This design comes from an exercise in tuning for small area, a short achievable clock period and few clock cycles on the open sky130 flow, not from production work. In this exercise RTL edits were held to simulation tests only and were not proved equivalent to the original.

== v6 ==
==> module ao222n, before the edit <==
module ao222n(
    input           a0, b0, a1, b1, a2, b2,
    output          y
);
    assign y = ~((a0 & b0) | (a1 & b1) | (a2 & b2));
endmodule
==> module ao22n, before the edit <==
module ao22n(
    input           a0, b0, a1, b1,
    output          y
);
    assign y = ~((a0 & b0) | (a1 & b1));
endmodule
==> module nand6, before the edit <==
module nand6(
    input   [5:0]   a,
    output          y
);
    assign y = ~(&a);
endmodule
==> module rbit, before the edit <==
module rbit(
    input   [15:0]  d,
    input   [15:0]  e,
    output          y
);
    wire    [5:0]   n;
    ao222n u0(d[0], e[0], d[1], e[1], d[2], e[2], n[0]);
    ao222n u1(d[3], e[3], d[4], e[4], d[5], e[5], n[1]);
    ao222n u2(d[6], e[6], d[7], e[7], d[8], e[8], n[2]);
    ao222n u3(d[9], e[9], d[10], e[10], d[11], e[11], n[3]);
    ao22n  u4(d[12], e[12], d[13], e[13], n[4]);
    ao22n  u5(d[14], e[14], d[15], e[15], n[5]);
    nand6  u6(n, y);
endmodule
==> flow/config.mk <==
export PLATFORM = sky130hd
export DESIGN_NAME = sap1
export DESIGN_NICKNAME = sap1
export VERILOG_FILES = /design/flow/design.v
export SDC_FILE = /design/flow/constraint.sdc
export NUM_CORES = 4
export LEC_CHECK = 0
export CAP_MARGIN = 20
export CORE_MARGIN = 2
export CORE_UTILIZATION = 55
export CTS_BUF_LIST = sky130_fd_sc_hd__clkbuf_8
export SETUP_SLACK_MARGIN = 2.5
export SLEW_MARGIN = 20
export SYNTH_HIERARCHICAL = 1
==> flow/constraint.sdc <==
create_clock -name core_clock -period 6.5 [get_ports {clk}]
set_input_delay 1.3000 -clock core_clock [delete_from_list [all_inputs] [get_ports {clk}]]
set_output_delay 1.3000 -clock core_clock [all_outputs]
set_load 0.01 [all_outputs]
run.sh (not shown) runs the stock make flow with config.mk's settings and CLKGATE_MAP_FILE= SYNTH_SCRIPT=/design/flow/synth_recipe.tcl, a recipe that flattens the netlist after the stock synthesis.
Testbench counts of v6, summed over its fixed seeds: cycles 18,992.
> inputs changed (v6 -> v7)
diff --git a/flow/design.v b/flow/design.v
--- a/flow/design.v
+++ b/flow/design.v
@@ -69,41 +69,30 @@
     input           b,
     output          y
 );
     assign y = ~(a | b);
 endmodule
-module ao222n(
-    input           a0, b0, a1, b1, a2, b2,
-    output          y
-);
-    assign y = ~((a0 & b0) | (a1 & b1) | (a2 & b2));
-endmodule
-module ao22n(
-    input           a0, b0, a1, b1,
-    output          y
-);
-    assign y = ~((a0 & b0) | (a1 & b1));
-endmodule
-module nand6(
-    input   [5:0]   a,
-    output          y
-);
-    assign y = ~(&a);
-endmodule
 module rbit(
     input   [15:0]  d,
     input   [15:0]  e,
     output          y
 );
-    wire    [5:0]   n;
-    ao222n u0(d[0], e[0], d[1], e[1], d[2], e[2], n[0]);
-    ao222n u1(d[3], e[3], d[4], e[4], d[5], e[5], n[1]);
-    ao222n u2(d[6], e[6], d[7], e[7], d[8], e[8], n[2]);
-    ao222n u3(d[9], e[9], d[10], e[10], d[11], e[11], n[3]);
-    ao22n  u4(d[12], e[12], d[13], e[13], n[4]);
-    ao22n  u5(d[14], e[14], d[15], e[15], n[5]);
-    nand6  u6(n, y);
+    wire    [15:0]  t;
+    wire    [3:0]   u;
+    genvar i;
+    generate
+        for (i = 0; i < 16; i = i + 1) begin : g
+            nand2m ut(.a(d[i]), .b(e[i]), .y(t[i]));
+        end
+        for (i = 0; i < 4; i = i + 1) begin : h
+            nand4m uu(.a(t[4 * i + 3 : 4 * i]), .y(u[i]));
+        end
+    endgenerate
+    wire    [1:0]   w;
+    nor2m uw0(.a(u[0]), .b(u[1]), .y(w[0]));
+    nor2m uw1(.a(u[2]), .b(u[3]), .y(w[1]));
+    nand2m uy(.a(w[0]), .b(w[1]), .y(y));
 endmodule
 module rport(
     input   [127:0] q,
     input   [15:0]  e,
     output  [7:0]   y
@@ -116,10 +105,23 @@
                 assign col[i] = q[8 * i + b];
             end
             rbit u(.d(col), .e(e), .y(y[b]));
         end
     endgenerate
+endmodule
+module nand2m(
+    input           a,
+    input           b,
+    output          y
+);
+    assign y = ~(a & b);
+endmodule
+module nand4m(
+    input   [3:0]   a,
+    output          y
+);
+    assign y = ~(&a);
 endmodule
 module sap1(
     input           clk,
     input           rst,
     input           mem_we,
==> comparison <==
v7 ended with less share of the yosys chip area belonging to registers than v6. Number of instances in the synthesized netlist (v7 / v6): 1.6. In the metrics for v7 and v6, the one carrying the higher upper clock frequency limit is v7. v7 went all the way through synthesis, placement and routing and the layout is clean on timing, DRC and antenna. NOTE: fraction of the cycle the final worst path needs in v7 falls short of that of v6. Number of vias after detailed routing up 905 in v7 wrt v6. Die width for v7: about 2.4% up relative to v6. Compared with v6, in v7 total routed wirelength +630 µm; setup slack +0.15 ns. The final worst hold slack was comparable across v7 and v6. A slowest cell on the critical path of sky130_fd_sc_hd__or2_4 is what v7 shows, while sky130_fd_sc_hd__a222oi_1 belongs to v6. Comparing v7 and v6, number of cells traversed by the worst register-to-register path is higher on v7.
Testbench counts of v7, summed over its fixed seeds: cycles 18,992.

## separate check: timing with driven ports
Ports are ideal in the flow. The routed layouts listed here were re-timed in OpenROAD.
Step 1 assumes that a clkbuf_16 drives the clock port and a buf_2 every other input.
Step 2 also shifts input and output timing later by t, the mid clock arrival at the registers, as if the neighbouring blocks saw the same clock.
Three values: no drivers, after step 1, after step 2; two values: the first two.
| run | shift t [ns] | setup WS [ns] | cell pins on the clock port's net |
|---|---|---|---|
| v6 | 0.499 | 2.373 / 2.320 / 2.268 | 1 |
| v7 | 0.510 | 2.519 / 2.499 / 2.499 | 1 |
After both steps setup and hold are still met in every run listed. For v6, which loses most, drivers alone change the setup slack by -0.053 ns; drivers and shift together by -0.105 ns.
